This is an optimization exercise on Yosys and OpenROAD, whose aim is small area, not a production implementation. Only simulation tests tie the RTL to the original design; equivalence was not proved. No activity file was given, so power comes from the tool's default toggle rates.

## flow/design.v

```verilog
module hft_accelerator #(
    parameter CLK_FREQ = 5_000_000,
    parameter BAUD_RATE = 115200
)(
    input  logic clk,
    input  logic rst,
    input  logic uart_rx,
    output logic uart_tx
);
    localparam int CPB = CLK_FREQ / BAUD_RATE;    
    localparam logic [31:0] K_BUY  = 32'd12288000;
    localparam logic [31:0] K_SELL = 32'd28676096;
    logic [31:0] pr [14];           
    logic [13:0] tl;                
    logic [31:0] acc;               
    logic [15:0] qr;                
    logic [4:0]  ph;                
    logic        run;               
    logic        rxact, txact;      
    logic [5:0]  timer;             
    logic [3:0]  bitc;              
    logic [1:0]  bcnt;              
    logic [3:0]  npr;               
    logic        rxs;               
    logic        tx, nb;            
    logic        c0, c1, pos, sub, alnz, adel, holding;
    wire ph0   = (ph == 5'd0);
    wire ph31  = (ph == 5'd31);
    wire ph_lo28 = ~&ph[4:2];                                
    wire t_end = (timer == 6'(CPB - 1));
    wire [5:0] pc = timer;
    wire g_rng  = run & (pc >= 6'd3) & (pc <= 6'd28);
    wire g_cmp  = g_rng &  pc[0];                            
    wire g_add  = g_rng & ~pc[0];                            
    wire l_pass = run & (pc == 6'd29);                       
    wire d_pass = run & (pc == 6'd30);                       
    wire div_p  = run & (pc >= 6'd31) & (pc <= 6'd46);       
    wire qwr_p  = run & (pc[5:4] == 2'b10);                  
    wire mul_p  = run & (pc >= 6'd47) & (pc <= 6'd56);       
    wire mfirst = (pc == 6'd47);
    wire mlast  = run & (pc == 6'd56);
    logic bconst;
    always_comb begin
        case (pc[3:0])
            4'd15, 4'd2, 4'd3, 4'd4, 4'd8: bconst = 1'b1;
            default:                       bconst = 1'b0;
        endcase
    end
    wire rx_shift = rxact & (bcnt == 2'd0) & (bitc == 4'd15) & ~timer[5];
    wire shift    = rx_shift | g_add | l_pass;
    wire rx_wr    = rxact & ~bitc[3] & ~timer[5] & (ph == {~bcnt, bitc[2:0]});
    wire a    = pr[12][31];
    wire b    = pr[13][31];
    wire at   = acc[31];
    wire a27  = acc[27] & ph_lo28;           
    wire m27  = pr[13][27] & ph_lo28;        
    wire xdel = adel & ~ph0;                 
    wire gl   = g_add | l_pass;
    wire en   = l_pass | pos;
    wire qwr  = qwr_p & (ph[3:0] == ~pc[3:0]);
    wire qin  = qwr ? sub : qr[15];
    wire qs   = alnz ? (~ph[4] & qin) : (ph == 5'd16);
    logic x1, y1;
    always_comb begin
        if (d_pass)                         x1 = a27;
        else if (div_p | (mul_p & ~mfirst)) x1 = xdel;
        else if (gl)                        x1 = at;
        else                                x1 = 1'b0;
        if (d_pass)      y1 = m27;
        else if (div_p)  y1 = b ^ sub;
        else if (mul_p)  y1 = bconst & qs;
        else             y1 = gl & en & a;
    end
    wire ci1 = ph0 ? (div_p & sub) : c0;
    wire s1  = x1 ^ y1 ^ ci1;
    wire co1 = (x1 & y1) | (x1 & ci1) | (y1 & ci1);
    wire y2  = gl & en & ~b;
    wire ci2 = ph0 ? (gl & en) : c1;
    wire s2  = s1 ^ y2 ^ ci2;
    wire co2 = (s1 & y2) | (s1 & ci2) | (y2 & ci2);
    wire bwi  = ~ph0 & c0;
    wire dd   = a ^ b ^ bwi;
    wire bwo  = (~a & b) | (~(a ^ b) & bwi);
    wire nzo  = (~ph0 & c1) | dd;
    wire kb   = K_BUY[ph];
    wire ks   = K_SELL[ph];
    wire b1i  = ~ph0 & sub;
    wire b1o  = (~s1 & kb) | (~(s1 ^ kb) & b1i);
    wire b2i  = ~ph0 & pos;
    wire b2o  = (~s1 & ks) | (~(s1 ^ ks) & b2i);
    logic [13:0] pin;                        
    always_comb begin
        pin[0] = rx_wr ? rxs : (shift ? pr[13][31] : pr[0][31]);
        for (int k = 1; k < 13; k++)
            pin[k] = shift ? tl[k-1] : tl[k];
        if (l_pass | d_pass) pin[13] = s2;
        else             pin[13] = shift ? pr[12][31] : pr[13][31];
    end
    for (genvar k = 0; k < 14; k++) begin : g_ring
        assign tl[k] = pr[k][31];
        always_ff @(posedge clk)
            pr[k] <= {pr[k][30:0], pin[k]};
    end
    always_ff @(posedge clk) begin
        acc[31:1] <= acc[30:0];
        if (run & (pc == 6'd3))   acc[0] <= 1'b0;
        else if (d_pass)          acc[0] <= a27;
        else if (g_add | div_p | mul_p) acc[0] <= s2;
        else                      acc[0] <= at;
        qr <= {qr[14:0], qin};
        adel <= at;
        rxs <= uart_rx;
    end
    always_ff @(posedge clk) begin
        c0 <= g_cmp ? bwo : co1;
        c1 <= g_cmp ? nzo : co2;
        if (g_cmp & ph31) pos <= ~dd & nzo;
        if (mlast) begin
            sub <= ph31 ? (~holding & b1o) : b1o;     
            pos <= ph31 ? ( holding & ~b2o) : b2o;    
        end
        if (d_pass) begin
            sub  <= 1'b1;
            alnz <= (~ph0 & alnz) | m27;
        end else if (div_p & ph31) begin
            sub <= ~s1;
        end
        if (rst)                holding <= 1'b0;
        else if (mlast & ph31)  holding <= holding ? b2o : b1o;
    end
    always_ff @(posedge clk) begin
        if (rst) begin
            ph    <= 5'd0;
            run   <= 1'b0;
            rxact <= 1'b0;
            txact <= 1'b0;
            bcnt  <= 2'd0;
            npr   <= 4'd0;
            tx    <= 1'b1;
        end else begin
            ph <= ph + 5'd1;
            if (rxact | txact) begin
                if (t_end) begin
                    timer <= 6'd0;
                    bitc  <= bitc + 4'd1;
                end else begin
                    timer <= timer + 6'd1;
                end
            end
            if (~rxact & ~run & ~txact & ~rxs) begin
                rxact <= 1'b1;
                timer <= 6'd0;
                bitc  <= 4'd15;
            end
            if (rxact & t_end & (bitc == 4'd7)) begin
                rxact <= 1'b0;
                bcnt  <= bcnt + 2'd1;
                if (bcnt == 2'd3) begin
                    if (npr == 4'd14) begin
                        run   <= 1'b1;
                        timer <= 6'd2;
                    end else begin
                        npr <= npr + 4'd1;
                    end
                end
            end
            if (run & ph31) begin
                timer <= timer + 6'd1;
                if (pc == 6'd56) begin
                    run   <= 1'b0;
                    txact <= 1'b1;
                    timer <= 6'd0;
                    bitc  <= 4'd0;
                    tx    <= 1'b0;
                end
            end
            if (txact & ~bitc[3] & (ph == {bcnt, bitc[2:0]}))
                nb <= (bcnt == 2'd0) ? ((bitc[2:0] == 3'd0) ? sub :
                                        (bitc[2:0] == 3'd1) ? pos : 1'b0)
                                     : acc[27];
            if (txact & t_end) begin
                if (bitc == 4'd9) begin
                    bitc <= 4'd0;
                    if (bcnt == 2'd2) begin
                        txact <= 1'b0;
                        bcnt  <= 2'd0;
                    end else begin
                        bcnt <= bcnt + 2'd1;
                        tx   <= 1'b0;
                    end
                end else begin
                    tx <= (bitc == 4'd8) ? 1'b1 : nb;
                end
            end
        end
    end
    assign uart_tx = tx;
endmodule
```

## flow/flow/run.sh

```bash
#!/bin/bash
# The standard layout (standard.sh) with two changes:
#  * synthesis maps combinational logic with an area-oriented ABC script and
#    without half/full-adder cell extraction (registers are unchanged);
#  * the clock tree is built from clkbuf_8 leaf buffers in small clusters,
#    without dummy loads.
set -euo pipefail
W=$(pwd)
export FLOW_SYNTH_TCL=$W/synth_recipe.tcl
export AREA_ABC_SCRIPT=$W/flow/abc_area.script
export CTS_ARGS="-sink_clustering_enable -repair_clock_nets -dont_use_dummy_load -buf_list sky130_fd_sc_hd__clkbuf_4 -root_buf sky130_fd_sc_hd__clkbuf_4 -sink_clustering_size 11 -sink_clustering_max_diameter 35"
sed -e "s|SYNTH_SCRIPT=[^ ]*|SYNTH_SCRIPT=$W/flow/area_synth.tcl ADDER_MAP_FILE=|" standard.sh > area_standard.sh
grep -q "SYNTH_SCRIPT=$W/flow/area_synth.tcl" area_standard.sh
bash area_standard.sh > flow_make.log 2>&1
```

## flow/flow/abc_area.script

```
strash
&get -n
&fraig -x
&deepsyn -T 60
&put
strash
&get -n
&dch -f
&nf -R 1000
&put
strash
&get -n
&dch -f
&nf -R 1000
&put
```

## flow/flow/area_synth.tcl

```tcl
# The standard synthesis (synth_recipe.tcl), except that ABC maps the
# combinational logic with an area-oriented script (flow/abc_area.script) and
# without the speed script's timing constraints. Registers are not affected:
# the flip-flop mapping and naming happen before ABC runs.
proc abc {args} {
  set out {}
  set skip 0
  foreach a $args {
    if {$skip} { set skip 0; continue }
    if {$a eq "-script" || $a eq "-constr" || $a eq "-D"} { set skip 1; continue }
    lappend out $a
  }
  if {[lsearch $out "-dff"] >= 0} { yosys abc {*}$args; return }
  yosys abc -script $::env(AREA_ABC_SCRIPT) {*}$out
}
source $::env(FLOW_SYNTH_TCL)
```

## flow/standard.sh

```bash
#!/bin/bash
# synth_recipe.tcl (not shown) runs the flow's synth.tcl, then flattens the netlist and writes it again
# the make line also repeats each setting of config.mk as NAME=value (left out here)
make -C /OpenROAD-flow-scripts/flow DESIGN_CONFIG=/design/flow/config.mk WORK_HOME=/design/flow/orfs CLKGATE_MAP_FILE= SYNTH_SCRIPT=/design/flow/synth_recipe.tcl "${@:-finish}"
```

## flow/config.mk

```make
export PLATFORM = sky130hd
export DESIGN_NAME = hft_accelerator
export DESIGN_NICKNAME = hft_accelerator
export VERILOG_FILES = /design/flow/design.v
export SDC_FILE = /design/flow/constraint.sdc
export NUM_CORES = 4
export LEC_CHECK = 0
export CAP_MARGIN = 20
export CORE_MARGIN = 2
export CORE_UTILIZATION = 65
export SLEW_MARGIN = 20
```

## flow/constraint.sdc

```tcl
create_clock -name core_clock -period 200.0 [get_ports {clk}]
set_input_delay 40.0000 -clock core_clock [delete_from_list [all_inputs] [get_ports {clk}]]
set_output_delay 40.0000 -clock core_clock [all_outputs]
set_load 0.01 [all_outputs]
```

==> run summary, run 1 <==
- Remaining DRCs: 0
- Share of the synthesized area in the top cell type: 0.853
- Wire per inst: 14.0 um
- Synth Area per Inst: 15.8 um^2
- CP max FO: 2
- Post-CTS Resized: 0
- Die span in x: 141 um
- Setup TNS: 0 ns
- 1st-pass router iterations: 4
- Synth Register Bits: 530
- Worst path max stage delay: 0.54 ns
- Io pins: 4
- Routability congestion estimate: 0.831
- Leading area contributor after synthesis: dfxtp_1
- Final setup skew: 0.0938 ns
- Port bufs: 3
- Nets: 831
- Die Y: 141 um
- Design Area, Final: 12900 um^2
- Final Hold Viols: 0
- CTS root buf: clkbuf_4
- MaxCap Viol Count: 0
- Outcome: timing/DRC/antenna clean
- Cell depth of the worst hold path: 0
- Commonest cells post-synth: 517 x dfxtp_1, 36 x nor2_1, 22 x nand2_1
- Setup ws final: 158.52 ns
- Synth Net Count: 769
- Peak Freq: 24.1 MHz
- Final setup fails: 0
- Initial Util: 0.669
- Reg2reg setup slack: 196.13 ns
- Slew margin rel.: 0.326
- Placed instance count: 999
- Reg2reg path depth: 15
- H-tree level count: 2
- Most common cell in the netlist: dfxtp_1
- Hold_sp: pr[0][15]
- Skew-Pair Late Insertion Delay: 0.68 ns
- Clock Tree Buf Depth: 3
- Area contributors post-synth: dfxtp_1 85%, edfxtp_1 3.2%, mux2_1 1.2%, nor2_1 1.1%, a21oi_1 0.87%
- Share of the yosys chip area belonging to registers: 0.885
- Gr ovfl total: 0
- CP top delay family: buffers and inverters
- Yosys Warn Count: 2
- Core region area: 18100 um^2
- CTS tree: yes
- Die Area: 19800 um^2
- Worst slack, placed: 158.12 ns
- Metal2 WL: 5810 um
- EDFF count, synth: 13
- HPWL after DPL: 8400 um
- Initial antenna violation count: 0
- Critical-path cell list: clkdlybuf4s50_1
- Dpl cell area: 12500 um^2
- Worst setup EP type: output pin
- Clock Sinks: 530
- Type of the tightest min-delay check: register to register
- Met3 wire length: 658 um
- Pin count of the biggest net entering global routing: 16
- Fraction of registers with async set/reset: 0
- Placement Rows: 49
- Met1 WL: 7890 um
- Pwr/cell area: 11.6 nW/um^2
- Number of global-route vias before repair: 5172
- Hold buffers post-CTS: 0
- Worst R2R End: holding
- Total power: 150 uW
- Layout Cells excl Fill: 1055
- Routed WL: 14800 um
- Post CTS Setup Buffer Count: 0
- Minimum clock period: 41.48 ns
- RSZ-0062 raised after global routing: no
- Share of layout cells above drive strength 1: 0.0702
- Cells after synthesis: 766
- DR vias/cell: 4.89
- Lkg Pwr: 0.00509 uW
- Diode count: 0
- Detail Route Antenna Nets: 0
- Setup CP Type: register to output pin
- Measured slew at the worst slew-check pin: 1.00 ns
- Worst Path Arrival: 1.48 ns
- CP Buf/Inv Count: 1
- CP max-delay cell: clkdlybuf4s50_1
- Layout area overhead: 6.18%
- Synth Cell Area: 12100 um^2
- Ys flop type: dfxtp_1
- GRT Util Overall: 0.157
- DR top layer: met4
- First-pass GRT wire length: 25100 um
- Post-synth cell types: 41
- Critical Path RT: 160.00 ns
- Final Slew Violations: 0
- Via count: 5163
- Max IR drop VDD: 7.60 uV
- Startpoint types: register
- Drt initial violations: 362
- Hold path endpoint: pr[0][16]
- Worst r2r src: timer[4]
- Worst-path clk slew: 0.10 ns
- Fillers: 1186
- Tcrit/Tclk final: 0.207
- CTS Buf Count: 56
## stage by stage
stage,util,hold slack (ns)
final,0.710,0.267
after global routing,0.710,0.246
after CTS,0.710,0.240
after detailed placement,0.687,0.312
after global placement,0.687,0.310
after floorplan,-,0.310
## power by group
| part | internal (uW) | total [uW] | switching, uW | leakage [uW] |
|---|---|---|---|---|
| clock network | 12.9 | 40.8 | 27.9 | 0.000258 |
| registers | 107 | 108 | 0.728 | 0.00429 |
| logic | 0.603 | 1.42 | 0.816 | 0.000534 |
| total | 120 | 150 | 29.4 | 0.00509 |
## kinds of logic after synthesis
logic type,count (synthesis),share of synthesized area
fa+ha+maj,1,0.000825
compound gates,72,0.0369
flops,530,0.885
xor+xnor,14,0.0101
mux,15,0.0137
buf+inv,6,0.00186
simple gates,128,0.0517
## worst max-delay path by stage
stage | start | cells after the start | slack (ns) | end
CTS | tx | 1 | 158.46 | uart_tx
global route | tx | 1 | 158.44 | uart_tx
floorplan | rst | 2 | 159.41 | ph[1]
finish | tx | 1 | 158.52 | uart_tx
global placement | rst | 3 | 158.17 | ph[1]
detailed placement | rst | 3 | 158.12 | ph[1]
## registers in the layout, indices dropped and copies added, names as in the netlist, 2 cells and up
signal / cells
acc: 32
bcnt: 2
bitc: 4
npr: 4
ph: 5
pr: 448
qr: 16
timer: 6
## layout by cell type (no fill, tap or decap), types with 7 or more instances in the layout
cell type / n
o21ai_0: 19
nand3_1: 12
nor2b_1: 7
nor3_1: 16
a21oi_1: 21
mux2_1: 13
nand2_1: 22
xnor2_1: 8
dfxtp_1: 517
clkbuf_4: 56
nor2_1: 36
edfxtp_1: 13
## per-layer routing
metal / global-route usage / vias to the layer above
met2: 0.210 / 107
met4: 0.0679 / 0
li1: - / 2645
met3: 0.0380 / 38
met1: 0.245 / 2373
met5: 0 / -
## final cells by class
class,instances,area [um^2],area share
tap,229,287,0.0222
timing repair buffer,4,37.5,0.00291
sequential,530,10700,0.833
inverter,6,22.5,0.00175
multi-input combinational,230,1380,0.107
clock buffer,56,420,0.0326
==> inputs of run 2 (changes only) <==
--- a/flow/config.mk
+++ b/flow/config.mk
@@ -9,3 +9,3 @@
 export CORE_MARGIN = 2
-export CORE_UTILIZATION = 65
+export CORE_UTILIZATION = 72
 export SLEW_MARGIN = 20
==> run 2 against run 1 <==
  * Still clean
  * Wire length increased by 31%
  * Synthesized cell count unchanged
  * Maximum frequency down 0.19%
  * Synthesized area is the same
  * Highest routed layer unchanged
==> run summary, run 2 <==
- CP Buf/Inv Count: 1 (unchanged)
- Worst setup EP type: output pin
- Clock Tree Buf Depth: 3 (unchanged)
- Slew margin rel.: 0.368 (+0.0421)
- Most common cell after layout, fill and taps aside: dfxtp_1
- EDFF count, synth: 13 (unchanged)
- CTS Buf Count: 56 (unchanged)
- CP max-delay cell: clkdlybuf4s50_1
- Port bufs: 3 (unchanged)
- Post-CTS Resized: 0 (unchanged)
- Worst Path Arrival: 1.56 ns (+0.08 ns)
- XOR/XNOR Fraction of Synth Area: 0.0101 (unchanged)
- Yosys Warn Count: 2 (unchanged)
- Skew-Pair Late Insertion Delay: 0.69 ns (about the same)
- Via count: 5436 (+5.3%)
- Die Y: 134 um (-4.8%)
- Post-synthesis mux area share: 0.0137 (unchanged)
- Worst-path clk slew: 0.11 ns (about the same)
- RSZ-0062 raised after global routing: no
- MaxCap Viol Count: 0 (unchanged)
- Core Util, Final: 0.780 (+0.0697)
- Number of global-route vias before repair: 5814 (+12%)
- Synth Register Bits: 530 (unchanged)
- Most common cell in the netlist: dfxtp_1
- Post-synth cell types: 41 (unchanged)
- Setup TNS: 0 ns (unchanged)
- CTS root buf: clkbuf_4
- CP top delay family: buffers and inverters
- Share of the synthesized area in the top cell type: 0.853 (unchanged)
- Minimum clock period: 41.56 ns (+0.0810 ns)
- Outcome: timing/DRC/antenna clean
- Layout Cells excl Fill: 1047 (-0.76%)
- Synth Area in Compound Gates: 0.0369 (unchanged)
- Io pins: 4 (unchanged)
- Wire per inst: 18.5 um (+32%)
- Synth Net Count: 769 (unchanged)
- Pwr/cell area: 11.7 nW/um^2 (+0.70%)
- Initial Util: 0.735 (+0.0657)
- Fraction of registers with async set/reset: 0 (unchanged)
- Critical Path RT: 160.00 ns (about the same)
- Max IR drop VDD: 8.00 uV (+5.2%)
- Fillers: 840 (-29%)
- First-pass GRT wire length: 31200 um (+24%)
- Commonest cells post-synth: 517 x dfxtp_1, 36 x nor2_1, 22 x nand2_1
- Drt initial violations: 347 (-4.1%)
- CP max FO: 2 (unchanged)
- Remaining DRCs: 0 (unchanged)
- Initial antenna violation count: 1 (+1)
- Gr ovfl total: 0 (unchanged)
- Post CTS Setup Buffer Count: 0 (unchanged)
- Measured slew at the worst slew-check pin: 0.935 ns (-0.0672 ns)
- Placement Rows: 47 (-4.1%)
- Clock Sinks: 530 (unchanged)
- Synth Area per Inst: 15.8 um^2 (unchanged)
- Largest family of logic cells by synthesized area: simple AND/OR/NAND/NOR gates
- Final setup skew: 0.0783 ns (-0.0155 ns)
- Die Area: 17900 um^2 (-9.4%)
- Cells after synthesis: 766 (unchanged)
- Hold buffers post-CTS: 0 (unchanged)
- Critical-path cell list: clkdlybuf4s50_1
- H-tree level count: 2 (unchanged)
- Total power: 151 uW (+0.70%)
- HPWL after DPL: 12100 um (+44%)
- Max FFs per register: 448 (unchanged)
- Share of the yosys chip area belonging to registers: 0.885 (unchanged)
- Most frequent cells in the layout: 517 x dfxtp_1, 56 x clkbuf_4, 36 x nor2_1
- Final Hold Viols: 0 (unchanged)
- Routed WL: 19400 um (+31%)
- 1st-pass router iterations: 5 (+1)
- Nets: 831 (unchanged)
- Layout area overhead: 6.18% (unchanged)
- Top Registers: pr x448, acc x32, qr x16
- Simple-gate portion of the synthesized area: 0.0517 (unchanged)
- Ys flop type: dfxtp_1
- Area contributors post-synth: dfxtp_1 85%, edfxtp_1 3.2%, mux2_1 1.2%, nor2_1 1.1%, a21oi_1 0.87%
- GRT Util Overall: 0.230 (+0.0727)
- CTS tree: yes
- Final setup fails: 0 (unchanged)
- Adder-Cell Fraction of Synth Area: 0.000825 (unchanged)
- Lkg Pwr: 0.00509 uW (about the same)
- Die span in x: 134 um (-4.8%)
- Largest Register: pr
- Routability congestion estimate: 0.825 (-0.73%)
- Setup CP Type: register to output pin
- Worst path max stage delay: 0.55 ns (about the same)
- DR vias/cell: 5.19 (+6.1%)
- Startpoint types: register
- Share of layout cells above drive strength 1: 0.0702 (unchanged)
- Synth Cell Area: 12100 um^2 (unchanged)
- Final Slew Violations: 0 (unchanged)
- Tcrit/Tclk final: 0.208 (+0.000405)
- Placed instance count: 990 (-0.90%)
- Type of the tightest min-delay check: register to register
- Detail Route Antenna Nets: 0 (unchanged)
- Leading area contributor after synthesis: dfxtp_1
- Pin count of the biggest net entering global routing: 16 (unchanged)
- Peak Freq: 24.1 MHz (-0.19%)
- Core region area: 16500 um^2 (-8.9%)
run 2: cell counts after synthesis:
No cell type changed its count.
run 2: metrics by stage:
stage | instance area [um^2] | hold slack (ns) | setup slack (ns)
after floorplan | 12100 | 0.310 | 159.41
after global placement | 12500 | 0.310 | 158.27
after detailed placement | 12500 | 0.312 | 158.16
after CTS | 12900 | 0.272 | 158.39
after global routing | 12900 | 0.270 | 158.35
final | 12900 | 0.273 | 158.44
run 2: final timing paths:
kind              startpoint        end  slack (ns)  depth (start not counted)
setup / recovery          tx    uart_tx      158.44                          1
hold / removal     pr[4][12]  pr[4][13]        0.27                          0
setup reg to reg    timer[0]    holding      195.51                         14
hold reg to reg    pr[4][12]  pr[4][13]        0.27                          0
run 2: kinds of logic (layout without fill, tap and decap cells):
family | Yosys count | count (layout)
muxes | 15 | 15
other | 0 | 1
AOI/OAI and AO/OA | 72 | 72
buffers and inverters | 6 | 66
and+or+nand+nor | 128 | 128
adders and majority gates | 1 | 1
DFF | 530 | 530
xor gates and xnor gates | 14 | 14
run 2: cell type report:
cell class / count / area (um^2) / share of cell area
multi-input cells: 230 / 1390 / 0.108
clock buffers: 56 / 420 / 0.0326
repair buffers: 4 / 37.5 / 0.00291
diodes: 1 / 2.50 / 0.000194
inverters: 6 / 22.5 / 0.00175
flip-flops and latches: 530 / 10700 / 0.833
well taps: 220 / 275 / 0.0214
run 2: report_power, final:
| part | switching (uW) | leakage [uW] | internal (uW) | total [uW] |
|---|---|---|---|---|
| sequential | 0.877 | 0.00429 | 107 | 108 |
| combinational | 0.933 | 0.000537 | 0.623 | 1.56 |
| clock | 28.6 | 0.000258 | 12.9 | 41.5 |
| total | 30.4 | 0.00509 | 120 | 151 |
run 2: metal layers:
layer / share of wire / wire length, um / vias to the layer above / global-route usage
met4: 0.031 / 605 / 0 / 0.102
li1: - / - / 2638 / -
met1: 0.44 / 8540 / 2534 / 0.311
met2: 0.47 / 9120 / 204 / 0.361
met5: 0 / 0 / - / 0
met3: 0.058 / 1120 / 60 / 0.0525
==> inputs of run 3 (changes only) <==
--- a/flow/flow/run.sh
+++ b/flow/flow/run.sh
@@ -10,3 +10,3 @@
 export AREA_ABC_SCRIPT=$W/flow/abc_area.script
-export CTS_ARGS="-sink_clustering_enable -repair_clock_nets -dont_use_dummy_load -buf_list sky130_fd_sc_hd__clkbuf_4 -root_buf sky130_fd_sc_hd__clkbuf_4 -sink_clustering_size 11 -sink_clustering_max_diameter 35"
+export CTS_ARGS="-sink_clustering_enable -repair_clock_nets -dont_use_dummy_load -buf_list sky130_fd_sc_hd__clkbuf_4 -root_buf sky130_fd_sc_hd__clkbuf_4 -sink_clustering_size 12 -sink_clustering_max_diameter 40"
 sed -e "s|SYNTH_SCRIPT=[^ ]*|SYNTH_SCRIPT=$W/flow/area_synth.tcl ADDER_MAP_FILE=|" standard.sh > area_standard.sh
--- a/flow/config.mk
+++ b/flow/config.mk
@@ -9,3 +9,3 @@
 export CORE_MARGIN = 2
-export CORE_UTILIZATION = 72
+export CORE_UTILIZATION = 55
 export SLEW_MARGIN = 20
==> run 3 against run 2 <==
  * Synthesized cell count did not move
  * First-iteration DRC count fell by 27%
  * Sequential cell count did not move
  * Sequential power barely moved
  * Clock power fell by 4%
  * Wire length fell by 23%
  * Highest routed layer unchanged
  * Synthesized area did not move
  * Worst hold slack got worse by 0.020 ns
  * Setup slack improved by 0.071 ns
  * Non-clock buffer count did not move
  * Critical path type unchanged
  * Maximum frequency rose by 0.17%
==> run summary, run 3 <==
- Outcome: timing/DRC/antenna clean
- Max IR drop VDD: 6.14 uV (-23%)
- Worst path max stage delay: 0.53 ns (-0.02 ns)
- Initial Util: 0.558 (-0.177)
- GR Util met2: 0.188 (-0.173)
- Area contributors post-synth: dfxtp_1 85%, edfxtp_1 3.2%, mux2_1 1.2%, nor2_1 1.1%, a21oi_1 0.87%
- First-pass GRT wire length: 25500 um (-18%)
- Sequential share of power: 0.722 (+0.007)
- Sw Ratio: 0.195 (-0.00644)
- RSZ-0062 raised after global routing: no
- Detail Route Antenna Nets: 0 (unchanged)
- Reported net switching power: 29.1 uW (-4.3%)
- Core Util, Final: 0.595 (-0.185)
- MaxCap Viol Count: 0 (unchanged)
- Post CTS Setup Buffer Count: 0 (unchanged)
- Die Y: 153 um (+14%)
- Startpoint types: register
- Layer with the highest usage: met1
- Gr ovfl total: 0 (unchanged)
- Yosys Warn Count: 2 (unchanged)
- Post-CTS Resized: 0 (unchanged)
- Commonest cells post-synth: 517 x dfxtp_1, 36 x nor2_1, 22 x nand2_1
- Die span in x: 153 um (+14%)
- GRT Util Overall: 0.134 (-0.0961)
- DR vias/cell: 4.69 (-9.6%)
- Final setup skew: 0.0950 ns (+0.0167 ns)
- Ys flop type: dfxtp_1
- Layout area overhead: 6.63%
- Layout Cells excl Fill: 1106 (+5.6%)
- Worst-path clk slew: 0.11 ns (about the same)
- Fillers: 1672 (+99%)
- Leading area contributor after synthesis: dfxtp_1
- Setup TNS: 0 ns (unchanged)
- Share of the yosys chip area belonging to registers: 0.885 (unchanged)
- Pwr/cell area: 11.5 nW/um^2 (-1.6%)
- Synth Net Count: 769 (unchanged)
- CP Buf/Inv Count: 1 (unchanged)
- Synth Cell Area: 12100 um^2 (unchanged)
- Cells after synthesis: 766 (unchanged)
- Multi-input gate area in the final layout: 1380 um^2 (-0.63%)
- Most frequent cells in the layout: 517 x dfxtp_1, 54 x clkbuf_4, 36 x nor2_1
- 1st-pass router iterations: 4 (-1)
- CP top delay family: buffers and inverters
- Minimum clock period: 41.49 ns (-0.0710 ns)
- Clock Power Share: 0.268 (-0.007)
- EDFF count, synth: 13 (unchanged)
- Port bufs: 3 (unchanged)
- Design Area, Final: 12900 um^2 (+0.42%)
- Placement Rows: 54 (+15%)
- Share of layout cells above drive strength 1: 0.0680 (-0.00226)
- M1 GR Usage: 0.197 (-0.114)
- H-tree level count: 2 (unchanged)
- Wire per inst: 13.5 um (-27%)
- Fraction of registers with async set/reset: 0 (unchanged)
- Post-synth cell types: 41 (unchanged)
- Lkg Pwr: 0.00508 uW (-0.21%)
- GR met3 Demand/Resource: 0.0390 (-0.0136)
- Final Hold Viols: 0 (unchanged)
- CTS root buf: clkbuf_4
- Share of the synthesized area in the top cell type: 0.853 (unchanged)
- Drt initial violations: 252 (-27%)
- Placed instance count: 1050 (+6.1%)
- Synth Register Bits: 530 (unchanged)
- Remaining DRCs: 0 (unchanged)
- Hold buffers post-CTS: 0 (unchanged)
- Measured slew at the worst slew-check pin: 1.09 ns (+0.154 ns)
- CTS Buf Count: 54 (-3.6%)
- HPWL after DPL: 8610 um (-29%)
- Io pins: 4 (unchanged)
- Peak Freq: 24.1 MHz (+0.17%)
- Clock Tree Buf Depth: 3 (unchanged)
- Register Area: 10700 um^2 (unchanged)
- Pin count of the biggest net entering global routing: 16 (unchanged)
- Worst setup EP type: output pin
- Core region area: 21800 um^2 (+32%)
- Final setup fails: 0 (unchanged)
- Max FFs per register: 448 (unchanged)
- CP max-delay cell: clkdlybuf4s50_1
- Most common cell in the netlist: dfxtp_1
- Dpl cell area: 12500 um^2 (+0.60%)
- Die Area: 23300 um^2 (+30%)
- Largest Register: pr
- CTS tree: yes
- Number of global-route vias before repair: 5234 (-10%)
- Slew margin rel.: 0.272 (-0.0961)
- Critical-path cell list: clkdlybuf4s50_1
- Synth Area per Inst: 15.8 um^2 (unchanged)
- CP max FO: 2 (unchanged)
- Tcrit/Tclk final: 0.207 (-0.000355)
- Worst Path Arrival: 1.49 ns (-0.07 ns)
- Int Power: 120 uW (-0.39%)
- Gate power share: 0.009 (about the same)
- Routed WL: 14900 um (-23%)
- Clock Sinks: 530 (unchanged)
- Setup CP Type: register to output pin
- Top Registers: pr x448, acc x32, qr x16
- Type of the tightest min-delay check: register to register
- Via count: 5189 (-4.5%)
- Skew-Pair Late Insertion Delay: 0.64 ns (-0.05 ns)
- Routability congestion estimate: 0.793 (-3.9%)
- Nets: 829 (-0.24%)
- Initial antenna violation count: 1 (unchanged)
- Critical Path RT: 160.00 ns (about the same)
- Most common cell after layout, fill and taps aside: dfxtp_1
- Final Slew Violations: 0 (unchanged)
## run 3: worst paths after layout
path | cells after the start | endpoint | from | slack (ns)
setup reg to reg | 15 | holding | timer[4] | 195.89
hold / removal | 0 | pr[13][26] | pr[13][25] | 0.25
hold reg to reg | 0 | pr[13][26] | pr[13][25] | 0.25
setup / recovery | 1 | uart_tx | tx | 158.51
## run 3: routing by layer
layer,part of all wire,up-vias,wire [um]
met4,0.018,0,270
met5,0,-,0
li1,-,2640,-
met2,0.41,94,6090
met1,0.52,2427,7790
met3,0.052,28,781
## run 3: stage by stage
stage          hold WS (ns)  total power, uW  worst slack, ns
3_3_place_gp          0.310              111           158.34
6_report              0.253              149           158.51
5_1_grt               0.245              156           158.43
2_1_floorplan         0.310              111           159.41
3_5_place_dp          0.312              112           158.24
4_1_cts               0.251              152           158.45
## run 3: cell type report
class,instances,area share
Antenna cell,2,0.000387
Clock buffer,54,0.0313
Tap cell,280,0.0271
Inverter,6,0.00174
Sequential cell,530,0.830
Multi-Input combinational cell,230,0.107
Timing Repair Buffer,4,0.00290
## run 3: power by group through the flow
| stage | logic, uW | clock network, uW | registers, uW |
|---|---|---|---|
| 2_1_floorplan | 1.07 | 0 | 110 |
| 3_3_place_gp | 1.34 | 0 | 110 |
| 3_5_place_dp | 1.40 | 0 | 110 |
| 4_1_cts | 1.41 | 42.4 | 108 |
| 5_1_grt | 1.58 | 46.7 | 108 |
| 6_report | 1.41 | 40.0 | 108 |
## run 3: cell families after synthesis
logic type                 count (synthesis)  share of synthesized area
muxes                                     15                     0.0137
AOI/OAI and AO/OA                         72                     0.0369
buffers and inverters                      6                    0.00186
adders and majority gates                  1                   0.000825
and+or+nand+nor                          128                     0.0517
DFF                                      530                      0.885
xor gates and xnor gates                  14                     0.0101
## run 3: worst register-to-register path: stages (launching register included)
cell and delay, ns:
edfxtp_1 0.53, nor2b_1 0.23, nand2_1 0.14, a21oi_1 0.53, nor2_1 0.15, and2_0 0.30
and3_1 0.25, a31oi_1 0.21, nand3_1 0.11, a31oi_1 0.21, nor2_1 0.08, xnor2_1 0.49
maj3_1 0.29, a41oi_1 0.15, nand2b_1 0.18, a21oi_1 0.15
==> inputs of run 4 (changes only) <==
--- a/flow/flow/run.sh
+++ b/flow/flow/run.sh
@@ -10,3 +10,3 @@
 export AREA_ABC_SCRIPT=$W/flow/abc_area.script
-export CTS_ARGS="-sink_clustering_enable -repair_clock_nets -dont_use_dummy_load -buf_list sky130_fd_sc_hd__clkbuf_4 -root_buf sky130_fd_sc_hd__clkbuf_4 -sink_clustering_size 12 -sink_clustering_max_diameter 40"
+export CTS_ARGS="-sink_clustering_enable -repair_clock_nets -dont_use_dummy_load -buf_list sky130_fd_sc_hd__clkbuf_4 -root_buf sky130_fd_sc_hd__clkbuf_8 -sink_clustering_size 11 -sink_clustering_max_diameter 35"
 sed -e "s|SYNTH_SCRIPT=[^ ]*|SYNTH_SCRIPT=$W/flow/area_synth.tcl ADDER_MAP_FILE=|" standard.sh > area_standard.sh
--- a/flow/config.mk
+++ b/flow/config.mk
@@ -9,3 +9,3 @@
 export CORE_MARGIN = 2
-export CORE_UTILIZATION = 55
+export CORE_UTILIZATION = 72
 export SLEW_MARGIN = 20
==> run 4 against run 3 <==
  * Still clean on timing, DRC and antenna
  * Wire length increased by 28%
  * Via count increased by 3.8%
  * Total power increased by 2.1%
  * Critical path depth unchanged
  * Maximum frequency about the same
  * Utilization increased by 19 points
  * Sequential share of layout area increased by 0.16 points
  * Clock power increased by 7.2%
  * Sequential cell count unchanged
  * Cell area decreased by 0.19%
  * Critical path type unchanged
  * Largest power group unchanged
==> run summary, run 4 <==
- Clock Sinks: 530 (unchanged)
- Tcrit/Tclk final: 0.207 (about the same)
- CTS root buf: clkbuf_8
- Dpl cell area: 12500 um^2 (-0.60%)
- Pin count of the biggest net entering global routing: 16 (unchanged)
- Measured slew at the worst slew-check pin: 0.922 ns (-0.167 ns)
- Fillers: 830 (-50%)
- Die Area: 17900 um^2 (-23%)
- CP top delay family: buffers and inverters
- Peak Freq: 24.1 MHz (about the same)
- EDFF count, synth: 13 (unchanged)
- Sw Ratio: 0.200 (+0.00511)
- Setup CP Type: register to output pin
- Synth Net Count: 769 (unchanged)
- 1st-pass router iterations: 5 (+1)
- RSZ-0062 raised after global routing: no
- Gr ovfl total: 0 (unchanged)
- Lkg Pwr: 0.00510 uW (+0.46%)
- Share of the yosys chip area belonging to registers: 0.885 (unchanged)
- Nets: 831 (+0.24%)
- Cell depth of the worst hold path: 0 (unchanged)
- Most frequent cells in the layout: 517 x dfxtp_1, 51 x clkbuf_4, 36 x nor2_1
- Routability congestion estimate: 0.825 (+4.0%)
- Share of layout cells above drive strength 1: 0.0702 (+0.00226)
- Reported net switching power: 30.5 uW (+4.8%)
- Leading area contributor after synthesis: dfxtp_1
- Share of the synthesized area in the top cell type: 0.853 (unchanged)
- CTS tree: yes
- Setup TNS: 0 ns (unchanged)
- Final setup fails: 0 (unchanged)
- Fraction of registers with async set/reset: 0 (unchanged)
- Die span in x: 134 um (-12%)
- Post CTS Setup Buffer Count: 0 (unchanged)
- Clock Power Share: 0.282 (+0.014)
- Initial antenna violation count: 0 (-1)
- Placement Rows: 47 (-13%)
- Reg2reg setup slack: 195.55 ns (-0.34 ns)
- Max IR drop VDD: 8.20 uV (+33%)
- Clock Tree Buf Depth: 3 (unchanged)
- Int Power: 122 uW (+1.4%)
- Diode count: 0 (-2)
- First-pass GRT wire length: 30700 um (+21%)
- Max FFs per register: 448 (unchanged)
- Die Y: 134 um (-12%)
- Sequential share of power: 0.708 (-0.014)
- DR vias/cell: 5.15 (+9.8%)
- Post-synth cell types: 41 (unchanged)
- Remaining DRCs: 0 (unchanged)
- HPWL after DPL: 12100 um (+40%)
- Final Hold Viols: 0 (unchanged)
- Fin Hold WS: 0.273 ns (+0.0197 ns)
- Io pins: 4 (unchanged)
- Startpoint types: register
- Synth Area per Inst: 15.8 um^2 (unchanged)
- Yosys Warn Count: 2 (unchanged)
- Drt initial violations: 320 (+27%)
- Port bufs: 3 (unchanged)
- Most common cell in the netlist: dfxtp_1
- CP Buf/Inv Count: 1 (unchanged)
- Worst Path Arrival: 1.45 ns (-0.04 ns)
- Initial Util: 0.735 (+0.177)
- Worst-path clk slew: 0.10 ns (about the same)
- Post-CTS Resized: 0 (unchanged)
- Synth Register Bits: 530 (unchanged)
- Final Slew Violations: 0 (unchanged)
- H-tree level count: 2 (unchanged)
- Wire per inst: 18.2 um (+35%)
- CP max-delay cell: clkdlybuf4s50_1
- Area contributors post-synth: dfxtp_1 85%, edfxtp_1 3.2%, mux2_1 1.2%, nor2_1 1.1%, a21oi_1 0.87%
- Hold path endpoint: pr[4][13]
- Outcome: timing/DRC/antenna clean
- CP max FO: 2 (unchanged)
- Minimum clock period: 41.45 ns (-0.0350 ns)
- Routed WL: 19000 um (+28%)
- Pwr/cell area: 11.8 nW/um^2 (+2.3%)
- GRT Util Overall: 0.227 (+0.0930)
- Commonest cells post-synth: 517 x dfxtp_1, 36 x nor2_1, 22 x nand2_1
- Worst R2R End: holding
- Detail Route Antenna Nets: 0 (unchanged)
- Hold buffers post-CTS: 0 (unchanged)
- Critical Path RT: 160.00 ns (about the same)
- Ys flop type: dfxtp_1
- Gate power share: 0.010 (about the same)
- Worst path max stage delay: 0.55 ns (+0.02 ns)
- Slew margin rel.: 0.377 (+0.105)
- CTS Buf Count: 56 (+3.7%)
- Type of the tightest min-delay check: register to register
- Critical-path cell list: clkdlybuf4s50_1
- Synth Cell Area: 12100 um^2 (unchanged)
- Design Area, Final: 12900 um^2 (-0.19%)
- Final setup skew: 0.0567 ns (-0.0384 ns)
- Worst r2r src: timer[4]
- MaxCap Viol Count: 0 (unchanged)
- Top Registers: pr x448, acc x32, qr x16
- Number of global-route vias before repair: 5739 (+9.6%)
- Skew-Pair Late Insertion Delay: 0.56 ns (-0.08 ns)
- Most common cell after layout, fill and taps aside: dfxtp_1
- Hold_sp: pr[4][12]
- Core region area: 16500 um^2 (-24%)
- Layout area overhead: 6.42%
- Largest Register: pr
- Reg2reg path depth: 15 (unchanged)
- Cells after synthesis: 766 (unchanged)
- Worst setup EP type: output pin
- Via count: 5388 (+3.8%)
## run 4: cell counts after synthesis
No cell type changed its count.
## run 4: how the worst max path moves through the flow
| stage | endpoint | startpoint | slack [ns] | cells past startpoint |
|---|---|---|---|---|
| after floorplan | ph[1] | rst | 159.41 | 2 |
| after global placement | ph[1] | rst | 158.27 | 3 |
| after detailed placement | rxact | rst | 158.16 | 4 |
| after CTS | uart_tx | tx | 158.51 | 1 |
| after global routing | uart_tx | tx | 158.48 | 1 |
| final | uart_tx | tx | 158.55 | 1 |
## run 4: area by class of cell
class	instances	area, um^2	share of cell area
sequential	530	10700	0.831
tap	220	275	0.0213
clock buffer	56	452	0.0350
timing repair buffer	4	37.5	0.00291
inverter	6	22.5	0.00174
multi-input combinational	230	1390	0.108
## run 4: logic make-up (layout without fill, tap and decap cells)
group | Yosys count | count (layout) | share of synthesized area
xor gates and xnor gates | 14 | 14 | 0.0101
buffers and inverters | 6 | 66 | 0.00186
muxes | 15 | 15 | 0.0137
DFF | 530 | 530 | 0.885
and+or+nand+nor | 128 | 128 | 0.0517
adders and majority gates | 1 | 1 | 0.000825
AOI/OAI and AO/OA | 72 | 72 | 0.0369
## run 4: per-stage QoR
| stage | worst slack, ns | utilization | instances | power, uW |
|---|---|---|---|---|
| 4_1_cts | 158.51 | 0.781 | 1046 | 153 |
| 3_3_place_gp | 158.27 | 0.754 | 990 | 112 |
| 5_1_grt | 158.48 | 0.782 | 1046 | 158 |
| 6_report | 158.55 | 0.782 | 1046 | 152 |
| 2_1_floorplan | 159.41 | - | 766 | 111 |
| 3_5_place_dp | 158.16 | 0.754 | 990 | 112 |
## run 4: layer usage
layer | track usage | routed length (um) | vias to the layer above
li1 | - | - | 2638
met1 | 0.308 | 8500 | 2534
met2 | 0.357 | 8990 | 173
met3 | 0.0503 | 953 | 43
met4 | 0.0993 | 587 | 0
met5 | 0 | 0 | -
## run 4: power groups by stage
stage                     clock network, uW  logic, uW  registers, uW
after floorplan                           0       1.07            110
after global placement                    0       1.40            110
after detailed placement                  0       1.48            110
after CTS                              43.8       1.50            108
after global routing                   48.0       1.67            108
final                                  42.9       1.53            108
==> inputs of run 5 (changes only) <==
--- a/flow/flow/run.sh
+++ b/flow/flow/run.sh
@@ -10,3 +10,3 @@
 export AREA_ABC_SCRIPT=$W/flow/abc_area.script
-export CTS_ARGS="-sink_clustering_enable -repair_clock_nets -dont_use_dummy_load -buf_list sky130_fd_sc_hd__clkbuf_4 -root_buf sky130_fd_sc_hd__clkbuf_8 -sink_clustering_size 11 -sink_clustering_max_diameter 35"
+export CTS_ARGS="-sink_clustering_enable -repair_clock_nets -dont_use_dummy_load -buf_list sky130_fd_sc_hd__clkbuf_4 -root_buf sky130_fd_sc_hd__clkbuf_4 -sink_clustering_size 12 -sink_clustering_max_diameter 35"
 sed -e "s|SYNTH_SCRIPT=[^ ]*|SYNTH_SCRIPT=$W/flow/area_synth.tcl ADDER_MAP_FILE=|" standard.sh > area_standard.sh
--- a/flow/config.mk
+++ b/flow/config.mk
@@ -9,3 +9,3 @@
 export CORE_MARGIN = 2
-export CORE_UTILIZATION = 72
+export CORE_UTILIZATION = 60
 export SLEW_MARGIN = 20
==> run 5 against run 4 <==
  * Still clean on timing, DRC and antenna
  * Wire length fell by 21%
  * Clock skew grew 0.0077 ns
  * Maximum frequency is essentially flat
  * Critical path depth did not move
  * Sequential power about the same
  * Largest power group unchanged
  * Highest routed layer unchanged
==> run summary, run 5 <==
- CP max FO: 2 (unchanged)
- EDFF count, synth: 13 (unchanged)
- CP Buf/Inv Count: 1 (unchanged)
- Startpoint types: register
- Most common cell after layout, fill and taps aside: dfxtp_1
- Most frequent cells in the layout: 517 x dfxtp_1, 54 x clkbuf_4, 36 x nor2_1
- Final Slew Violations: 0 (unchanged)
- Measured slew at the worst slew-check pin: 1.02 ns (+0.102 ns)
- Share of the yosys chip area belonging to registers: 0.885 (unchanged)
- First-pass GRT wire length: 25700 um (-16%)
- Initial antenna violation count: 1 (+1)
- Commonest cells post-synth: 517 x dfxtp_1, 36 x nor2_1, 22 x nand2_1
- Synth Register Bits: 530 (unchanged)
- Synth Area per Inst: 15.8 um^2 (unchanged)
- Nets: 828 (-0.36%)
- Sw Ratio: 0.196 (-0.00402)
- Layout Cells excl Fill: 1095 (+4.7%)
- Post-CTS Resized: 0 (unchanged)
- Hold_sp: pr[12][12]
- Placed instance count: 1039 (+4.9%)
- Max FFs per register: 448 (unchanged)
- Critical Path RT: 160.00 ns (about the same)
- Reg2reg path depth: 14 (-1)
- Leading area contributor after synthesis: dfxtp_1
- GRT Util Overall: 0.148 (-0.0787)
- Hold path endpoint: pr[12][13]
- Core region area: 20000 um^2 (+21%)
- Fraction of registers with async set/reset: 0 (unchanged)
- CP Depth: 1 (unchanged)
- MaxCap Viol Count: 0 (unchanged)
- Area contributors post-synth: dfxtp_1 85%, edfxtp_1 3.2%, mux2_1 1.2%, nor2_1 1.1%, a21oi_1 0.87%
- Drt initial violations: 292 (-8.8%)
- Ys flop type: dfxtp_1
- Reg2reg setup slack: 195.88 ns (+0.33 ns)
- Layout area overhead: 6.46% (about the same)
- Share of layout cells above drive strength 1: 0.0668 (-0.00339)
- Worst setup EP type: output pin
- Skew-Pair Late Insertion Delay: 0.66 ns (+0.10 ns)
- Type of the tightest min-delay check: register to register
- DR vias/cell: 4.79 (-7.0%)
- Die span in x: 146 um (+9.3%)
- H-tree level count: 2 (unchanged)
- Synth Net Count: 769 (unchanged)
- Wire per inst: 13.8 um (-24%)
- Post CTS Setup Buffer Count: 0 (unchanged)
- Design Area, Final: 12900 um^2 (about the same)
- CTS Buf Count: 54 (-3.6%)
- Initial Util: 0.606 (-0.129)
- GR met3 Demand/Resource: 0.0409 (-0.00933)
- Max IR drop VDD: 7.80 uV (-4.9%)
- M1 GR Usage: 0.221 (-0.0873)
- HPWL after DPL: 8670 um (-28%)
- Port bufs: 3 (unchanged)
- GR Util met2: 0.203 (-0.154)
- Slew margin rel.: 0.315 (-0.0617)
- Worst r2r src: timer[0]
- Die Area: 21400 um^2 (+19%)
- Final Hold Viols: 0 (unchanged)
- Via count: 5246 (-2.6%)
- Die Y: 146 um (+9.3%)
- Remaining DRCs: 0 (unchanged)
- Worst R2R End: holding
- Layer with the highest usage: met1
- CP max-delay cell: clkdlybuf4s50_1
- Minimum clock period: 41.49 ns (+0.0360 ns)
- Int Power: 120 uW (-1.4%)
- Clock Sinks: 530 (unchanged)
- Routed WL: 15100 um (-21%)
- Setup TNS: 0 ns (unchanged)
- 1st-pass router iterations: 5 (unchanged)
- Fillers: 1489 (+79%)
- Gate power share: 0.009 (about the same)
- Io pins: 4 (unchanged)
- Final setup fails: 0 (unchanged)
- Clock Tree Buf Depth: 3 (unchanged)
- Sequential share of power: 0.721 (+0.013)
- RSZ-0062 raised after global routing: no
- Synth Cell Area: 12100 um^2 (unchanged)
- Number of global-route vias before repair: 5294 (-7.8%)
- Cells after synthesis: 766 (unchanged)
- CTS root buf: clkbuf_4
- Peak Freq: 24.1 MHz (about the same)
- Worst Path Arrival: 1.49 ns (+0.04 ns)
- Critical-path cell list: clkdlybuf4s50_1
- Worst-path clk slew: 0.11 ns (about the same)
- Routability congestion estimate: 0.812 (-1.6%)
- Cell depth of the worst hold path: 0 (unchanged)
- Detail Route Antenna Nets: 0 (unchanged)
- Post-synth cell types: 41 (unchanged)
- Clock Power Share: 0.269 (-0.013)
- Reported net switching power: 29.3 uW (-3.9%)
- Dpl cell area: 12500 um^2 (+0.44%)
- CP top delay family: buffers and inverters
- Most common cell in the netlist: dfxtp_1
- Pwr/cell area: 11.6 nW/um^2 (-1.9%)
- Yosys Warn Count: 2 (unchanged)
- Share of the synthesized area in the top cell type: 0.853 (unchanged)
- Final setup skew: 0.0644 ns (+0.00772 ns)
- Lkg Pwr: 0.00507 uW (-0.57%)
- Tcrit/Tclk final: 0.207 (about the same)
- Gr ovfl total: 0 (unchanged)
- Outcome: timing/DRC/antenna clean
- Hold buffers post-CTS: 0 (unchanged)
- Placement Rows: 52 (+11%)
- Setup CP Type: register to output pin
- Worst path max stage delay: 0.53 ns (-0.02 ns)
- Pin count of the biggest net entering global routing: 16 (unchanged)
- CTS tree: yes
- Largest Register: pr
- Top Registers: pr x448, acc x32, qr x16
[run 5: worst max-delay path by stage]
stage / startpoint / end
6_report: tx / uart_tx
5_1_grt: tx / uart_tx
4_1_cts: tx / uart_tx
3_5_place_dp: rst / ph[1]
3_3_place_gp: rst / rxact
2_1_floorplan: rst / ph[1]
[run 5: layer usage]
metal / wire length, um / part of all wire / vias to the layer above
li1: - / - / 2641
met1: 7880 / 0.52 / 2452
met2: 6060 / 0.40 / 116
met3: 777 / 0.051 / 37
met4: 384 / 0.025 / 0
met5: 0 / 0 / -
[run 5: cell type report]
class / count / area, um^2 / share of cell area
timing repair buffer: 3 / 30.0 / 0.00232
sequential: 530 / 10700 / 0.831
inverter: 6 / 22.5 / 0.00174
antenna: 2 / 5.00 / 0.000387
clock buffer: 54 / 405 / 0.0314
tap: 270 / 338 / 0.0261
multi-input combinational: 230 / 1380 / 0.107
[run 5: power groups by stage]
| stage | clock network, uW | registers, uW | logic (uW) |
|---|---|---|---|
| finish | 40.2 | 108 | 1.41 |
| global placement | 0 | 110 | 1.37 |
| floorplan | 0 | 110 | 1.07 |
| CTS | 42.4 | 108 | 1.41 |
| detailed placement | 0 | 110 | 1.40 |
| global route | 46.5 | 108 | 1.59 |
[run 5: cell families (layout without fill, tap and decap cells)]
logic type                 count (synthesis)  in the layout  synth area share
AOI/OAI and AO/OA                         72             72            0.0369
xor gates and xnor gates                  14             14            0.0101
adders and majority gates                  1              1          0.000825
buffers and inverters                      6             63           0.00186
DFF                                      530            530             0.885
muxes                                     15             15            0.0137
other                                      0              2                 0
and+or+nand+nor                          128            128            0.0517
[run 5: worst reg2reg max path, stage by stage (launching register included)]
cell	delay, ns
edfxtp_1	0.65
nand4_1	0.22
a21oi_1	0.54
nor2_1	0.16
and2_0	0.33
and3_1	0.27
a31oi_1	0.19
nand3_1	0.10
a31oi_1	0.20
nor2_1	0.08
xnor2_1	0.47
maj3_1	0.29
a41oi_1	0.15
nand2b_1	0.19
a21oi_1	0.16
[run 5: through the flow]
step	util	hold WS, ns	total power [uW]	setup slack (ns)
finish	0.645	0.271	149	158.51
global route	0.645	0.252	156	158.38
CTS	0.645	0.264	152	158.41
detailed placement	0.624	0.312	112	158.22
global placement	0.624	0.311	111	158.32
floorplan	-	0.310	111	159.41
==> inputs of run 6 (changes only) <==
--- a/flow/flow/run.sh
+++ b/flow/flow/run.sh
@@ -10,3 +10,3 @@
 export AREA_ABC_SCRIPT=$W/flow/abc_area.script
-export CTS_ARGS="-sink_clustering_enable -repair_clock_nets -dont_use_dummy_load -buf_list sky130_fd_sc_hd__clkbuf_4 -root_buf sky130_fd_sc_hd__clkbuf_4 -sink_clustering_size 12 -sink_clustering_max_diameter 35"
+export CTS_ARGS="-sink_clustering_enable -repair_clock_nets -dont_use_dummy_load -buf_list sky130_fd_sc_hd__clkbuf_4 -root_buf sky130_fd_sc_hd__clkbuf_2 -sink_clustering_size 12 -sink_clustering_max_diameter 35"
 sed -e "s|SYNTH_SCRIPT=[^ ]*|SYNTH_SCRIPT=$W/flow/area_synth.tcl ADDER_MAP_FILE=|" standard.sh > area_standard.sh
==> run 6 against run 5 <==
  * Still clean
  * Die area did not move
  * Via count shrank 0.74%
  * Synthesized cell count is the same
  * Global-route usage is essentially flat
  * Utilization shrank 0.062 points
  * Cell count unchanged
  * Maximum frequency down 0.35%
  * Clock skew rose by 0.015 ns
  * Clock power down 2%
  * Register-to-register slack got worse by 0.02 ns
  * Setup slack got worse by 0.14 ns
  * Critical endpoint unchanged
  * Largest cell class unchanged
  * Highest routed layer unchanged
==> run summary, run 6 <==
- Hold path endpoint: pr[12][13]
- Number of global-route vias before repair: 5293 (-0.019%)
- Pwr/cell area: 11.5 nW/um^2 (-0.35%)
- Die Area: 21400 um^2 (unchanged)
- Placed instance count: 1039 (unchanged)
- Measured slew at the worst slew-check pin: 1.02 ns (-0.000497 ns)
- Setup CP Type: register to output pin
- Post CTS Setup Buffer Count: 0 (unchanged)
- Most frequent cells in the layout: 517 x dfxtp_1, 49 x clkbuf_4, 36 x nor2_1
- Synth Area per Inst: 15.8 um^2 (unchanged)
- Slew margin rel.: 0.315 (+0.000332)
- Most common cell in the netlist: dfxtp_1
- Cell depth of the worst hold path: 0 (unchanged)
- Gate power share: 0.009 (about the same)
- Hold_sp: pr[12][12]
- Reg2reg path depth: 14 (unchanged)
- Initial Util: 0.606 (unchanged)
- CTS root buf: clkbuf_2
- Sequential share of power: 0.725 (+0.004)
- Yosys Warn Count: 2 (unchanged)
- MaxCap Viol Count: 0 (unchanged)
- Synth Register Bits: 530 (unchanged)
- Largest Register: pr
- Clock Power Share: 0.266 (-0.003)
- Worst path max stage delay: 0.53 ns (about the same)
- Top Registers: pr x448, acc x32, qr x16
- Gr ovfl total: 0 (unchanged)
- Commonest cells post-synth: 517 x dfxtp_1, 36 x nor2_1, 22 x nand2_1
- Port bufs: 3 (unchanged)
- Max FFs per register: 448 (unchanged)
- Worst r2r src: timer[0]
- Final setup fails: 0 (unchanged)
- Leading area contributor after synthesis: dfxtp_1
- Critical Path RT: 160.00 ns (about the same)
- Ys flop type: dfxtp_1
- Wire per inst: 13.8 um (about the same)
- Nets: 828 (unchanged)
- Routability congestion estimate: 0.812 (unchanged)
- Final Hold Viols: 0 (unchanged)
- Minimum clock period: 41.63 ns (+0.145 ns)
- DR vias/cell: 4.76 (-0.74%)
- Final setup skew: 0.0794 ns (+0.0150 ns)
- Io pins: 4 (unchanged)
- Setup TNS: 0 ns (unchanged)
- CP Buf/Inv Count: 1 (unchanged)
- CP max FO: 2 (unchanged)
- CTS tree: yes
- 1st-pass router iterations: 4 (-1)
- Share of the yosys chip area belonging to registers: 0.885 (unchanged)
- HPWL after DPL: 8670 um (unchanged)
- CTS Buf Count: 54 (unchanged)
- Post-CTS Resized: 0 (unchanged)
- Reg2reg setup slack: 195.86 ns (-0.02 ns)
- Fillers: 1488 (-0.067%)
- Remaining DRCs: 0 (unchanged)
- Core region area: 20000 um^2 (unchanged)
- Area contributors post-synth: dfxtp_1 85%, edfxtp_1 3.2%, mux2_1 1.2%, nor2_1 1.1%, a21oi_1 0.87%
- Synth Net Count: 769 (unchanged)
- Lkg Pwr: 0.00507 uW (about the same)
- Skew-Pair Late Insertion Delay: 0.81 ns (+0.15 ns)
- GR met3 Demand/Resource: 0.0409 (unchanged)
- Outcome: timing/DRC/antenna clean
- Hold buffers post-CTS: 0 (unchanged)
- Most common cell after layout, fill and taps aside: dfxtp_1
- RSZ-0062 raised after global routing: no
- Peak Freq: 24.0 MHz (-0.35%)
- CP max-delay cell: clkdlybuf4s50_1
- Layer with the highest usage: met1
- Layout Cells excl Fill: 1095 (unchanged)
- CP top delay family: buffers and inverters
- Share of layout cells above drive strength 1: 0.0668 (unchanged)
- Routed WL: 15100 um (about the same)
- Worst R2R End: holding
- Type of the tightest min-delay check: register to register
- Detail Route Antenna Nets: 0 (unchanged)
- Startpoint types: register
- Clock Tree Buf Depth: 3 (unchanged)
- Fraction of registers with async set/reset: 0 (unchanged)
- GR Util met2: 0.203 (unchanged)
- Worst Path Arrival: 1.63 ns (+0.14 ns)
- Final Slew Violations: 0 (unchanged)
- Die span in x: 146 um (unchanged)
- Int Power: 119 uW (-0.56%)
- Layout area overhead: 6.36% (about the same)
- Initial antenna violation count: 1 (unchanged)
- Die Y: 146 um (unchanged)
- Drt initial violations: 290 (-0.68%)
- Placement Rows: 52 (unchanged)
- Worst-path clk slew: 0.11 ns (about the same)
- Reported net switching power: 29.3 uW (about the same)
- Share of the synthesized area in the top cell type: 0.853 (unchanged)
- Tcrit/Tclk final: 0.208 (+0.000725)
- Sw Ratio: 0.197 (+0.000908)
- M1 GR Usage: 0.221 (unchanged)
- Clock Sinks: 530 (unchanged)
- Post-synth cell types: 41 (unchanged)
- Worst setup EP type: output pin
- Via count: 5207 (-0.74%)
- GRT Util Overall: 0.148 (about the same)
- Pin count of the biggest net entering global routing: 16 (unchanged)
- EDFF count, synth: 13 (unchanged)
- Cells after synthesis: 766 (unchanged)
- Max IR drop VDD: 7.73 uV (-0.89%)
- H-tree level count: 2 (unchanged)
- First-pass GRT wire length: 25800 um (about the same)
- Critical-path cell list: clkdlybuf4s50_1
- Synth Cell Area: 12100 um^2 (unchanged)
run 6: cell counts after synthesis:
Identical to the previous run, type by type.
run 6: kinds of logic (layout without fill, tap and decap cells):
| family | count (synthesis) | count (layout) | share of synthesized area |
|---|---|---|---|
| other | 0 | 2 | 0 |
| buffers and inverters | 6 | 63 | 0.00186 |
| xor gates and xnor gates | 14 | 14 | 0.0101 |
| adders and majority gates | 1 | 1 | 0.000825 |
| muxes | 15 | 15 | 0.0137 |
| DFF | 530 | 530 | 0.885 |
| AOI/OAI and AO/OA | 72 | 72 | 0.0369 |
| and+or+nand+nor | 128 | 128 | 0.0517 |
run 6: area by class of cell:
type / instances / area [um^2] / share of cell area
antenna: 2 / 5.00 / 0.000388
clock buffer: 54 / 393 / 0.0304
inverter: 6 / 22.5 / 0.00174
multi-input combinational: 230 / 1380 / 0.107
sequential: 530 / 10700 / 0.832
tap: 270 / 338 / 0.0262
timing repair buffer: 3 / 30.0 / 0.00233
run 6: worst max path at each step:
| stage | to | slack, ns | startpoint | cells after the start |
|---|---|---|---|---|
| after floorplan | ph[1] | 159.41 | rst | 2 |
| after global placement | rxact | 158.32 | rst | 4 |
| after detailed placement | ph[1] | 158.22 | rst | 3 |
| after CTS | uart_tx | 158.22 | tx | 1 |
| after global routing | uart_tx | 158.18 | tx | 1 |
| final | uart_tx | 158.37 | tx | 1 |
run 6: per-layer routing:
metal / vias to the layer above / routed length [um]
li1: 2641 / -
met1: 2419 / 7820
met2: 112 / 6040
met3: 35 / 854
met4: 0 / 379
met5: - / 0
run 6: power by group through the flow:
| stage | Clock (uW) | Combinational (uW) | Sequential [uW] |
|---|---|---|---|
| floorplan | 0 | 1.07 | 110 |
| global placement | 0 | 1.37 | 110 |
| detailed placement | 0 | 1.40 | 110 |
| CTS | 41.8 | 1.41 | 108 |
| global route | 45.9 | 1.59 | 108 |
| finish | 39.5 | 1.41 | 108 |
run 6: per-stage QoR:
stage | total power [uW] | setup WS (ns) | hold slack [ns] | util | cell area [um^2]
after CTS | 151 | 158.22 | 0.244 | 0.644 | 12900
after global routing | 155 | 158.18 | 0.231 | 0.644 | 12900
final | 149 | 158.37 | 0.257 | 0.644 | 12900
after detailed placement | 112 | 158.22 | 0.312 | 0.624 | 12500
after floorplan | 111 | 159.41 | 0.310 | - | 12100
after global placement | 111 | 158.32 | 0.311 | 0.624 | 12500
==> inputs of run 7 (changes only) <==
--- a/flow/flow/run.sh
+++ b/flow/flow/run.sh
@@ -4,4 +4,4 @@
 #    without half/full-adder cell extraction (registers are unchanged);
-#  * the clock tree is built from clkbuf_8 leaf buffers in small clusters,
-#    without dummy loads.
+#  * the clock tree is built from clkbuf_4 buffers (clkbuf_2 at the root)
+#    with small sink clusters, without dummy loads.
 set -euo pipefail
==> run 7 against run 6 <==
  * Critical endpoint unchanged
  * Still clean on timing, DRC and antenna
  * Sequential power hardly changed
  * Register-to-register slack hardly changed
  * Sequential share of layout area stayed put
  * Total power stayed put
  * Largest power group unchanged
  * Die area stayed put
  * Global-route usage stayed put
==> run summary, run 7 <==
- Outcome: timing/DRC/antenna clean
- HPWL after DPL: 8670 um (unchanged)
- Post-synth cell types: 41 (unchanged)
- Remaining DRCs: 0 (unchanged)
- Core region area: 20000 um^2 (unchanged)
- Die Y: 146 um (unchanged)
- Design Area, Final: 12900 um^2 (unchanged)
- Clock Sinks: 530 (unchanged)
- Setup CP Type: register to output pin
- CP max-delay cell: clkdlybuf4s50_1
- Lkg Pwr: 0.00507 uW (unchanged)
- H-tree level count: 2 (unchanged)
- Cells after synthesis: 766 (unchanged)
- Share of the yosys chip area belonging to registers: 0.885 (unchanged)
- CTS Buf Count: 54 (unchanged)
- CP Depth: 1 (unchanged)
- DR vias/cell: 4.76 (unchanged)
- Dpl cell area: 12500 um^2 (unchanged)
- Worst-path clk slew: 0.11 ns (about the same)
- Die span in x: 146 um (unchanged)
- Tcrit/Tclk final: 0.208 (unchanged)
- Routability congestion estimate: 0.812 (unchanged)
- Total power: 149 uW (unchanged)
- Most frequent cells in the layout: 517 x dfxtp_1, 49 x clkbuf_4, 36 x nor2_1
- Worst Path Arrival: 1.63 ns (about the same)
- Measured slew at the worst slew-check pin: 1.02 ns (unchanged)
- Post CTS Setup Buffer Count: 0 (unchanged)
- Worst setup EP type: output pin
- Hold buffers post-CTS: 0 (unchanged)
- Top Registers: pr x448, acc x32, qr x16
- Startpoint types: register
- Initial antenna violation count: 1 (unchanged)
- Peak Freq: 24.0 MHz (unchanged)
- Routed WL: 15100 um (unchanged)
- Leading area contributor after synthesis: dfxtp_1
- CP max FO: 2 (unchanged)
- Synth Net Count: 769 (unchanged)
- Fraction of registers with async set/reset: 0 (unchanged)
- Critical-path cell list: clkdlybuf4s50_1
- Share of the synthesized area in the top cell type: 0.853 (unchanged)
- Ys flop type: dfxtp_1
- Most common cell in the netlist: dfxtp_1
- Worst setup path endpoint: uart_tx
- Synth Area per Inst: 15.8 um^2 (unchanged)
- Final setup skew: 0.0794 ns (unchanged)
- Pin count of the biggest net entering global routing: 16 (unchanged)
- MaxCap Viol Count: 0 (unchanged)
- Max FFs per register: 448 (unchanged)
- Gr ovfl total: 0 (unchanged)
- Register Area: 10700 um^2 (unchanged)
- Worst R2R End: holding
- Worst r2r src: timer[0]
- Max IR drop VDD: 7.73 uV (unchanged)
- Placement Rows: 52 (unchanged)
- Detail Route Antenna Nets: 0 (unchanged)
- Synth Cell Area: 12100 um^2 (unchanged)
- Skew-Pair Late Insertion Delay: 0.81 ns (about the same)
- 1st-pass router iterations: 4 (unchanged)
- Area contributors post-synth: dfxtp_1 85%, edfxtp_1 3.2%, mux2_1 1.2%, nor2_1 1.1%, a21oi_1 0.87%
- Largest Register: pr
- CP Buf/Inv Count: 1 (unchanged)
- Worst path max stage delay: 0.53 ns (about the same)
- Clock Tree Buf Depth: 3 (unchanged)
- Final Slew Violations: 0 (unchanged)
- Hold_sp: pr[12][12]
- Worst slack, placed: 158.22 ns (unchanged)
- Final setup fails: 0 (unchanged)
- Nets: 828 (unchanged)
- CP startpoint: tx
- CTS root buf: clkbuf_2
- CTS tree: yes
- First-pass GRT wire length: 25800 um (unchanged)
- CP top delay family: buffers and inverters
- Via count: 5207 (unchanged)
- Setup ws final: 158.37 ns (unchanged)
- Type of the tightest min-delay check: register to register
- GRT Util Overall: 0.148 (unchanged)
- Post-CTS Resized: 0 (unchanged)
- EDFF count, synth: 13 (unchanged)
- Share of layout cells above drive strength 1: 0.0668 (unchanged)
- Io pins: 4 (unchanged)
- Minimum clock period: 41.63 ns (unchanged)
- Yosys Warn Count: 2 (unchanged)
- Number of global-route vias before repair: 5293 (unchanged)
- Pwr/cell area: 11.5 nW/um^2 (unchanged)
- Most common cell after layout, fill and taps aside: dfxtp_1
- Drt initial violations: 290 (unchanged)
- Port bufs: 3 (unchanged)
- Reg2reg setup slack: 195.86 ns (about the same)
- Commonest cells post-synth: 517 x dfxtp_1, 36 x nor2_1, 22 x nand2_1
- Fillers: 1488 (unchanged)
- Multi-input gate area in the final layout: 1380 um^2 (unchanged)
- Wire per inst: 13.8 um (unchanged)
- Final Hold Viols: 0 (unchanged)
- Setup TNS: 0 ns (unchanged)
- Slew margin rel.: 0.315 (unchanged)
- Reg2reg path depth: 14 (unchanged)
- Die Area: 21400 um^2 (unchanged)
- RSZ-0062 raised after global routing: no
- Initial Util: 0.606 (unchanged)
- Critical Path RT: 160.00 ns (about the same)
- Layout area overhead: 6.36% (unchanged)
- Synth Register Bits: 530 (unchanged)
[run 7: cell counts in the layout (fill, tap and decap cells not counted)]
Identical to the previous run, type by type.
[run 7: final cells by class]
type | count | area share
Multi-Input combinational cell | 230 | 0.107
Clock buffer | 54 | 0.0304
Sequential cell | 530 | 0.832
Antenna cell | 2 | 0.000388
Timing Repair Buffer | 3 | 0.00233
Tap cell | 270 | 0.0262
Inverter | 6 | 0.00174
[run 7: kinds of logic after synthesis]
kind of cell             after synthesis  synth area share
buffers and inverters                  6           0.00186
flip-flops                           530             0.885
XOR/XNOR                              14            0.0101
AND/OR/NAND/NOR                      128            0.0517
multiplexers                          15            0.0137
AO/OA/AOI/OAI                         72            0.0369
adder cells (fa/ha/maj)                1          0.000825
[run 7: how the worst min path moves through the flow]
stage          cells past startpoint  slack [ns]          to
6_report                           0        0.26  pr[12][13]
5_1_grt                            0        0.23  pr[12][13]
4_1_cts                            0        0.24  pr[12][13]
3_5_place_dp                       0        0.31   pr[10][2]
3_3_place_gp                       0        0.31     acc[31]
2_1_floorplan                      0        0.31     acc[10]
[run 7: worst reg2reg max path: cells and delay by family (launching register included)]
kind | cells | cell delay (ns)
and+or+nand+nor | 7 | 1.35
AOI/OAI and AO/OA | 5 | 1.24
DFF | 1 | 0.65
xor gates and xnor gates | 1 | 0.47
adders and majority gates | 1 | 0.29
[run 7: metrics by stage]
step	utilization	hold slack, ns	instances
floorplan	-	0.310	766
global placement	0.624	0.311	1039
detailed placement	0.624	0.312	1039
CTS	0.644	0.244	1093
global route	0.644	0.231	1095
finish	0.644	0.257	1095
[run 7: per-layer routing]
metal | global-route usage | vias up | share of wire
li1 | - | 2641 | -
met1 | 0.221 | 2419 | 0.52
met2 | 0.203 | 112 | 0.40
met3 | 0.0409 | 35 | 0.057
met4 | 0.0660 | 0 | 0.025
met5 | 0 | - | 0
[run 7: power breakdown]
| group | switching [uW] | internal (uW) | total (uW) |
|---|---|---|---|
| clock network | 27.8 | 11.8 | 39.5 |
| registers | 0.745 | 107 | 108 |
| logic | 0.813 | 0.596 | 1.41 |
| total | 29.3 | 119 | 149 |

## static timing again, ports no longer ideal
In the flow no input, the clock included, has a driving cell. The finished layouts below were timed again as built, in two steps.
Step 1, drivers: a clkbuf_16 drives clk and a buf_2 each remaining input, both assumed.
Step 2 times the ports against the registers' clock, not the clock port: input delays grow and output delays shrink by t, the midpoint of the rising clock arrivals with the driver on.
Three values: no drivers, after step 1, after step 2; two values: the first two.
run	t (ns)	setup slack, ns	clock arrival spread, ns
run 1	0.665	158.522 / 158.486 / 158.090	0.094 / 0.095
run 2	0.684	158.441 / 158.402 / 158.079	0.083 / 0.083
run 3	0.647	158.512 / 158.475 / 158.251	0.123 / 0.123
run 4	0.571	158.547 / 158.507 / 158.108	0.063 / 0.062
run 5	0.668	158.511 / 158.474 / 158.187	0.068 / 0.068
run 6	0.803	158.366 / 158.330 / 158.203	0.083 / 0.083
run 7	0.803	158.366 / 158.330 / 158.203	0.083 / 0.083
After both steps setup and hold are still met in every run listed. For run 4, which loses most, drivers alone change the setup slack by -0.040 ns; drivers and shift together by -0.439 ns.
